Context: an optimization exercise on an open-source flow, tuned for small area and a short achievable clock period. The choices shown serve that exercise and are no tape-out recipe.
At most, simulation tests tie the RTL to the original design; equivalence was not proved.
Power figures rest on the tool's default switching activity, not on a simulated workload.

Design Division, start of the top module:
module Division(
	input         clock,
	input         start,
	input  [31:0] a,
	input  [31:0] b,
	output reg [31:0] q,
	output reg [31:0] r
);
Size: ~540 cells after synthesis, ~100 flip-flops, about 130 I/O pins.
Settings: LEC_CHECK=0, CAP_MARGIN=20, CORE_MARGIN=2, CORE_UTILIZATION=40, PLACE_DENSITY=0.6, SETUP_SLACK_MARGIN=3.8, SLEW_MARGIN=20, SYNTH_HIERARCHICAL=1, SYNTH_MINIMUM_KEEP_SIZE=0; clock period 6.0 ns.
standard.sh (not shown) runs the stock make flow with config.mk's settings and CLKGATE_MAP_FILE= SYNTH_SCRIPT=/design/flow/synth_recipe.tcl, a recipe that flattens the netlist after the stock synthesis.
==> flow/flow/run.sh <==
#!/bin/bash
# Standard ORFS layout (the standard.sh) with these changes:
#  - the port buffers are the smallest buffer (buf_1) instead of the one buffer_ports picks;
#  - the full-adder extraction step in synthesis is skipped, so ABC maps the adder logic itself;
#  - ABC sizes cells for a 1 fF load instead of 5 fF (smaller cells; the placer's repair sizes up).
# Each tool's output goes to the logs under orfs/logs; make's output goes to standard.log.
export BUFFER_PORTS_ARGS="-buffer_cell sky130_fd_sc_hd__buf_1"
export ADDER_MAP_FILE=
bash standard.sh ABC_LOAD_IN_FF=1 finish > standard.log 2>&1
==> next run, changes <==
--- a/flow/design.v
+++ b/flow/design.v
@@ -200,25 +200,24 @@
   div_xorn dx26 (.a(t[26]), .b(G5_25), .y(nd[26]));
   div_xorn dx27 (.a(t[27]), .b(G5_26), .y(nd[27]));
   div_xor dx28 (.a(t[28]), .b(G5_27), .y(nd[28]));
   div_xorn dx29 (.a(t[29]), .b(G5_28), .y(nd[29]));
   div_xor dx30 (.a(t[30]), .b(G5_29), .y(nd[30]));
   div_xor dx31 (.a(t[31]), .b(G5_30), .y(nd[31]));
   wire en   = run & ~start;
   wire hold = ~run & ~start;
-  wire ngs;             
+  wire gs   = en & ge;
   wire [31:0] rn, qn, ny;
   wire [31:0] qs = {q[30:0], ge};
-  div_gsel ugs (.r31(r[31]), .g(c[31]), .en(en), .ngs(ngs));
   genvar i;
   generate
     for (i = 0; i < 32; i = i + 1) begin : sel
       div_sel2n uy (.s0(en), .d0(x[i]), .s1(hold), .d1(r[i]), .y(ny[i]));
-      div_mux2i ur (.s(ngs), .a1n(ny[i]), .a0n(nd[i]), .y(rn[i]));
+      div_mux2i ur (.s(gs), .a1n(nd[i]), .a0n(ny[i]), .y(rn[i]));
       div_sel3  uq (.s0(start), .d0(a[i]), .s1(en), .d1(qs[i]), .s2(hold), .d2(q[i]), .y(qn[i]));
     end
   endgenerate
   always @(posedge clock) begin
     bq  <= b;
     r   <= rn;
     q   <= qn;
     cnt <= start ? 6'd0 : cnt + {5'd0, run};
@@ -237,19 +236,16 @@
   assign y = a ^ b;
 endmodule
 module div_xorn(input a, input b, output y);
   assign y = ~(a ^ b);
 endmodule
 module div_sel2n(input s0, input d0, input s1, input d1, output y);
   assign y = ~((s0 & d0) | (s1 & d1));
 endmodule
-module div_gsel(input r31, input g, input en, output ngs);
-  assign ngs = ~(en & (r31 | g));
-endmodule
 module div_mux2i(input s, input a1n, input a0n, output y);
   assign y = ~(s ? a1n : a0n);
 endmodule
 module div_sel3(input s0, input d0, input s1, input d1, input s2, input d2, output y);
   assign y = (s0 & d0) | (s1 & d1) | (s2 & d2);
 endmodule
 module div_ntt(input gh, input ph, input gl, output go);
   assign go = ~(gh | (ph & gl));
=> Total power came out lower by 1.1%; first-iteration DRC count came out lower by about 22%; sequential share of layout area came out higher by 0.32 points; non-clock buffer count came out lower by 8; cell area came out lower by about 1.4%; worst hold slack hardly moves; wire length came out lower by 1.3%.
Only the layout flow was run in the first run of this note; the RTL was not checked for function there.


Division, a different RTL version from the one above (not shown whole).
Size in the first run: ~510 cells after synthesis, about 100 flip-flops, about 130 I/O pins, roughly 4700 µm² of cells after synthesis.
clock: 6.0 ns
lec_check: 0
cap_margin: 20
core_margin: 2
core_utilization: 40
cts_buf_list: sky130_fd_sc_hd__clkbuf_8
place_density: 0.6
setup_slack_margin: 3.7
slew_margin: 20
synth_hierarchical: 1
synth_minimum_keep_size: 0
Scripts as last shown in full above: flow/flow/run.sh
Edit:
--- a/flow/design.v
+++ b/flow/design.v
@@ -2,19 +2,18 @@
 	input         clock,
 	input         start,
 	input  [31:0] a,
 	input  [31:0] b,
 	output reg [31:0] q,
 	output reg [31:0] r
 );
   reg [31:0] bq;
   reg [5:0]  cnt;
-  reg        f1;
   wire        run = ~cnt[5];
   wire [31:0] x   = {r[30:0], q[31]};
   wire [31:0] t;       
   wire ng0, ng1, ng2, ng3, ng4, ng5, ng6, ng7, ng8, ng9, ng10, ng11, ng12, ng13, ng14, ng15, ng16, ng17, ng18, ng19, ng20, ng21, ng22, ng23, ng24, ng25, ng26, ng27, ng28, ng29, ng30, ng31;
   wire np1, np2, np3, np4, np5, np6, np7, np8, np9, np10, np11, np12, np13, np14, np15, np16, np17, np18, np19, np20, np21, np22, np23, np24, np25, np26, np27, np28, np29, np30, np31;
   wire G1_1, G1_3, P1_3, G1_5, P1_5, G1_7, P1_7, G1_9, P1_9, G1_11, P1_11, G1_13;
   wire P1_13, G1_15, P1_15, G1_17, P1_17, G1_19, P1_19, G1_21, P1_21, G1_23, P1_23, G1_25;
   wire P1_25, G1_27, P1_27, G1_29, P1_29, G1_31, P1_31, G2_3, G2_7, P2_7, G2_11, P2_11;
   wire G2_15, P2_15, G2_19, P2_19, G2_23, P2_23, G2_27, P2_27, G2_31, P2_31, G2_3_n, G3_5;
@@ -228,54 +227,36 @@
   div_xorn dx23 (.a(t[23]), .b(G6_22), .y(nd[23]));
   div_xor dx24 (.a(t[24]), .b(G5_23), .y(nd[24]));
   div_xorn dx25 (.a(t[25]), .b(G6_24), .y(nd[25]));
   div_xorn dx26 (.a(t[26]), .b(G5_25), .y(nd[26]));
   div_xorn dx27 (.a(t[27]), .b(G6_26), .y(nd[27]));
   div_xor dx28 (.a(t[28]), .b(G5_27), .y(nd[28]));
   div_xorn dx29 (.a(t[29]), .b(G6_28), .y(nd[29]));
   div_xor dx30 (.a(t[30]), .b(G5_29), .y(nd[30]));
   div_xorn dx31 (.a(t[31]), .b(G6_30), .y(nd[31]));
-  wire en   = run & ~f1;
-  wire hold = ~run & ~f1;
-  wire b_is0 = ~|bq;
-  wire b_is1 = (bq == 32'd1);
-  wire ge1   = b_is0 | (b_is1 & a[31]);
-  wire f1r0  = f1 & ~b_is1;
+  wire en   = run & ~start;
+  wire hold = ~run & ~start;
   wire ngs;             
   div_gsel ugs (.r31(r[31]), .g(G5_31), .en(en), .ngs(ngs));
   wire [31:0] rn, qn, ny;
-  wire [31:0] qs = {q[30:0], 1'b0};
-  wire [31:0] as = {a[30:0], 1'b0};
-  wire ngs_q, nyq0, q0n;
-  div_gsel ugq (.r31(r[31]), .g(G5_31), .en(en), .ngs(ngs_q));
-  div_sel2n uyq (.s0(f1), .d0(ge1), .s1(hold), .d1(q[0]), .y(nyq0));
-  assign q0n = ~(ngs_q & nyq0);
+  wire [31:0] qs = {q[30:0], ge};
   genvar i;
   generate
     for (i = 0; i < 32; i = i + 1) begin : sel
-      if (i == 0) begin : y0
-        div_sel3n uy (.s0(en), .d0(x[i]), .s1(hold), .d1(r[i]), .s2(f1r0), .d2(a[31]), .y(ny[i]));
-      end else begin : yi
-        div_sel2n uy (.s0(en), .d0(x[i]), .s1(hold), .d1(r[i]), .y(ny[i]));
-      end
+      div_sel2n uy (.s0(en), .d0(x[i]), .s1(hold), .d1(r[i]), .y(ny[i]));
       div_mux2i ur (.s(ngs), .a1n(ny[i]), .a0n(nd[i]), .y(rn[i]));
-      if (i == 0) begin : q0
-        assign qn[i] = q0n;
-      end else begin : qi
-        div_sel3  uq (.s0(f1), .d0(as[i]), .s1(en), .d1(qs[i]), .s2(hold), .d2(q[i]), .y(qn[i]));
-      end
+      div_sel3  uq (.s0(start), .d0(a[i]), .s1(en), .d1(qs[i]), .s2(hold), .d2(q[i]), .y(qn[i]));
     end
   endgenerate
   always @(posedge clock) begin
     bq  <= b;
     r   <= rn;
     q   <= qn;
-    f1  <= start;
     cnt <= start ? 6'd0 : cnt + {5'd0, run};
   end
 endmodule
 module div_pg(input x, input b, output ng, output np);
   assign ng = ~(x & ~b);
   assign np = ~(x | ~b);
 endmodule
 module div_t(input ng, input np, output t);
   assign t = ng & ~np;
@@ -296,21 +277,18 @@
 module div_gseln(input r31, input g, input en, output ngs);
   assign ngs = ~(en & (r31 | ~g));
 endmodule
 module div_sel2n(input s0, input d0, input s1, input d1, output y);
   assign y = ~((s0 & d0) | (s1 & d1));
 endmodule
 module div_mux2i(input s, input a1n, input a0n, output y);
   assign y = ~(s ? a1n : a0n);
 endmodule
-module div_sel3n(input s0, input d0, input s1, input d1, input s2, input d2, output y);
-  assign y = ~((s0 & d0) | (s1 & d1) | (s2 & d2));
-endmodule
 module div_sel3(input s0, input d0, input s1, input d1, input s2, input d2, output y);
   assign y = (s0 & d0) | (s1 & d1) | (s2 & d2);
 endmodule
 module div_nt(input gh, input ph, input gl, output go);
   assign go = ~(gh | (ph & gl));
 endmodule
 module div_ntp(input gh, input ph, input gl, input pl, output go, output po);
   assign go = ~(gh | (ph & gl));
   assign po = ~(ph & pl);
Outcome: Final cell count is lower by 2.4%; setup slack gets better by 0.022 ns; global-route usage is lower by 1.4 points; cell area is lower by about 2%; non-clock buffer count is higher by 1; routed wire length is lower by 12%.


v6:
The RTL this note starts from:
==> flow/design.v <==
module Division(
	input         clock,
	input         start,
	input  [31:0] a,
	input  [31:0] b,
	output reg [31:0] q,
	output reg [31:0] r
);
  reg [31:0] bq;
  reg [4:0]  cnt;
  reg        run;
  wire [32:0] rs   = {r, q[31]};
  wire [33:0] diff = {1'b0, rs} - {2'b00, bq};
  wire        ge   = ~diff[33];
  always @(posedge clock) begin
    bq <= b;
    if (start) begin
      r   <= 32'd0;
      q   <= a;
      cnt <= 5'd0;
      run <= 1'b1;
    end else if (run) begin
      r   <= ge ? diff[31:0] : rs[31:0];
      q   <= {q[30:0], ge};
      cnt <= cnt + 5'd1;
      if (cnt == 5'd31) run <= 1'b0;
    end
  end
endmodule
Settings: LEC_CHECK=0, CAP_MARGIN=20, CORE_MARGIN=2, CORE_UTILIZATION=40, PLACE_DENSITY=0.6, SLEW_MARGIN=20; clock period 6.0 ns.
run.sh (not shown) runs the stock make flow with config.mk's settings and CLKGATE_MAP_FILE= SYNTH_SCRIPT=/design/flow/synth_recipe.tcl, a recipe that flattens the netlist after the stock synthesis.
Stock flow here: none of the scripts above is used.
diff inputs: v6 => v7
==> flow/design.v <==
module Division(
	input         clock,
	input         start,
	input  [31:0] a,
	input  [31:0] b,
	output reg [31:0] q,
	output reg [31:0] r
);
 reg [31:0] rtemp;
 integer i;
	always @(posedge clock)
		begin
          if(start) begin  
			r = 32'd0;
			q = 32'd0;
			i = 31;
				end
		else begin 
             if(i >= 0) begin  
		     rtemp = 2 * r + a[i];
                if (rtemp < b) begin
                    q[i] = 0; r = rtemp; 
                end
                else begin 
                    q[i] = 1; r = rtemp - b; 
                end 
                i = i-1;
	        end 
             else begin end
	     end
     end
endmodule
### Flow results
- Reported for v7 and v6, boundary pin count turned out identical to the last digit.
- Taking v6 as the reference, in v7 power density over the cells now sits lower; non-clock buffer count now sits higher; switching power shrank by 0.65 mW; area growth from synthesis to layout decreased 7.7 points.
- A category of the most critical setup path of primary input to flop is what v7 shows, while flop to flop belongs to v6.
- Share of the final layout cell area in sequential cells (lower): v7
- For the post-synthesis simple-gate area fraction, v7 came in 14 points higher than v6 did.
- v6 tops out at a higher clock frequency than v7.
- Lower multi-input gate area in the final layout goes to v6 over v7.


RTL: one of the versions met above, not the one the previous note started from.
Size in the first run: ~490 cells after synthesis, ~100 flip-flops.
export LEC_CHECK = 0
export CAP_MARGIN = 20
export CORE_MARGIN = 2
export CORE_UTILIZATION = 40
export CTS_BUF_LIST = sky130_fd_sc_hd__clkbuf_8
export PLACE_DENSITY = 0.6
export SETUP_SLACK_MARGIN = 3.8
export SLEW_MARGIN = 20
export SYNTH_HIERARCHICAL = 1
export SYNTH_MINIMUM_KEEP_SIZE = 0
create_clock -name core_clock -period 6.0 [get_ports {clock}]
standard.sh (not shown) runs the stock make flow with config.mk's settings and CLKGATE_MAP_FILE= SYNTH_SCRIPT=/design/flow/synth_recipe.tcl, a recipe that flattens the netlist after the stock synthesis.
Scripts as last shown in full above: flow/flow/run.sh
The first run produced a clean layout.
==> next run, changes <==
--- a/flow/design.v
+++ b/flow/design.v
@@ -4,14 +4,15 @@
 	input  [31:0] a,
 	input  [31:0] b,
 	output reg [31:0] q,
 	output reg [31:0] r
 );
   reg [31:0] bq;
   reg [5:0]  cnt;
+  reg        f1;
   wire        run = ~cnt[5];
   wire [31:0] x   = {r[30:0], q[31]};
   wire [31:0] t;       
   wire ng0, ng1, ng2, ng3, ng4, ng5, ng6, ng7, ng8, ng9, ng10, ng11, ng12, ng13, ng14, ng15, ng16, ng17, ng18, ng19, ng20, ng21, ng22, ng23, ng24, ng25, ng26, ng27, ng28, ng29, ng30, ng31;
   wire np1, np2, np3, np4, np5, np6, np7, np8, np9, np10, np11, np12, np13, np14, np15, np16, np17, np18, np19, np20, np21, np22, np23, np24, np25, np26, np27, np28, np29, np30, np31;
   wire G1_1, G1_3, P1_3, G1_5, P1_5, G1_7, P1_7, G1_9, P1_9, G1_11, P1_11, G1_13;
   wire P1_13, G1_15, P1_15, G1_17, P1_17, G1_19, P1_19, G1_21, P1_21, G1_23, P1_23, G1_25;
@@ -229,32 +230,50 @@
   div_xorn dx25 (.a(t[25]), .b(G6_24), .y(nd[25]));
   div_xorn dx26 (.a(t[26]), .b(G5_25), .y(nd[26]));
   div_xorn dx27 (.a(t[27]), .b(G6_26), .y(nd[27]));
   div_xor dx28 (.a(t[28]), .b(G5_27), .y(nd[28]));
   div_xorn dx29 (.a(t[29]), .b(G6_28), .y(nd[29]));
   div_xor dx30 (.a(t[30]), .b(G5_29), .y(nd[30]));
   div_xorn dx31 (.a(t[31]), .b(G6_30), .y(nd[31]));
-  wire en   = run & ~start;
-  wire hold = ~run & ~start;
+  wire en   = run & ~f1;
+  wire hold = ~run & ~f1;
+  wire b_is0 = ~|bq;
+  wire b_is1 = (bq == 32'd1);
+  wire ge1   = b_is0 | (b_is1 & a[31]);
+  wire f1r0  = f1 & ~b_is1;
   wire ngs;             
   div_gsel ugs (.r31(r[31]), .g(G5_31), .en(en), .ngs(ngs));
   wire [31:0] rn, qn, ny;
-  wire [31:0] qs = {q[30:0], ge};
+  wire [31:0] qs = {q[30:0], 1'b0};
+  wire [31:0] as = {a[30:0], 1'b0};
+  wire ngs_q, nyq0, q0n;
+  div_gsel ugq (.r31(r[31]), .g(G5_31), .en(en), .ngs(ngs_q));
+  div_sel2n uyq (.s0(f1), .d0(ge1), .s1(hold), .d1(q[0]), .y(nyq0));
+  assign q0n = ~(ngs_q & nyq0);
   genvar i;
   generate
     for (i = 0; i < 32; i = i + 1) begin : sel
-      div_sel2n uy (.s0(en), .d0(x[i]), .s1(hold), .d1(r[i]), .y(ny[i]));
+      if (i == 0) begin : y0
+        div_sel3n uy (.s0(en), .d0(x[i]), .s1(hold), .d1(r[i]), .s2(f1r0), .d2(a[31]), .y(ny[i]));
+      end else begin : yi
+        div_sel2n uy (.s0(en), .d0(x[i]), .s1(hold), .d1(r[i]), .y(ny[i]));
+      end
       div_mux2i ur (.s(ngs), .a1n(ny[i]), .a0n(nd[i]), .y(rn[i]));
-      div_sel3  uq (.s0(start), .d0(a[i]), .s1(en), .d1(qs[i]), .s2(hold), .d2(q[i]), .y(qn[i]));
+      if (i == 0) begin : q0
+        assign qn[i] = q0n;
+      end else begin : qi
+        div_sel3  uq (.s0(f1), .d0(as[i]), .s1(en), .d1(qs[i]), .s2(hold), .d2(q[i]), .y(qn[i]));
+      end
     end
   endgenerate
   always @(posedge clock) begin
     bq  <= b;
     r   <= rn;
     q   <= qn;
+    f1  <= start;
     cnt <= start ? 6'd0 : cnt + {5'd0, run};
   end
 endmodule
 module div_pg(input x, input b, output ng, output np);
   assign ng = ~(x & ~b);
   assign np = ~(x | ~b);
 endmodule
@@ -279,14 +298,17 @@
 endmodule
 module div_sel2n(input s0, input d0, input s1, input d1, output y);
   assign y = ~((s0 & d0) | (s1 & d1));
 endmodule
 module div_mux2i(input s, input a1n, input a0n, output y);
   assign y = ~(s ? a1n : a0n);
 endmodule
+module div_sel3n(input s0, input d0, input s1, input d1, input s2, input d2, output y);
+  assign y = ~((s0 & d0) | (s1 & d1) | (s2 & d2));
+endmodule
 module div_sel3(input s0, input d0, input s1, input d1, input s2, input d2, output y);
   assign y = (s0 & d0) | (s1 & d1) | (s2 & d2);
 endmodule
 module div_nt(input gh, input ph, input gl, output go);
   assign go = ~(gh | (ph & gl));
 endmodule
 module div_ntp(input gh, input ph, input gl, input pl, output go, output po);
Sequential power goes up by about 2%.
Wire length goes up by 6.8%.
Setup slack degrades by 0.0031 ns.
Die area grows by 2.2%.
Global-route usage came out higher by 0.90 points.
Sequential share of layout area increases by 1.3 points.
Final area came out lower by about 2.2%.
Non-clock buffer count goes down by 11.
Final cell count rises by about 1%.
Synthesized cell count rises by 3.5%.
Total power goes down by about 8%.

## static timing again, ports no longer ideal
How much do the figures lean on ideal ports? The routed layouts below were timed once more, with nothing changed but the port constraints. Step 1 (the two cells are an assumption about what drives the block):
set clk [get_ports {clock}]
set_driving_cell -lib_cell sky130_fd_sc_hd__clkbuf_16 $clk
set_driving_cell -lib_cell sky130_fd_sc_hd__buf_2 [delete_from_list [all_inputs] $clk]
Step 2 times the ports against the registers' clock, not the clock port: input delays grow and output delays shrink by t, the midpoint of the rising clock arrivals with the driver on. a / b / c = ideal / step 1 / step 2; a / b = the first two.
run	t, ns	setup slack, ns	pins driven straight from the clock port
the first run of note 1	0.394	3.843 / 3.802 / 3.544	1
the second run of note 1	0.387	3.856 / 3.818 / 3.629	1
the first run of note 2	0.409	3.770 / 3.735 / 3.859	1
the second run of note 2	0.396	3.792 / 3.767 / 3.401	1
v6	0.392	2.628 / 2.628 / 2.628	1
v7	0.394	0.701 / 0.712 / 0.318	1
the first run of note 4	0.393	3.853 / 3.822 / 3.478	1
the second run of note 4	0.411	3.850 / 3.816 / 3.936	1
After both steps every run listed still meets setup and hold. The setup slack of the second run of note 2, which loses most, moves by -0.025 ns with the drivers and by -0.391 ns with both steps.
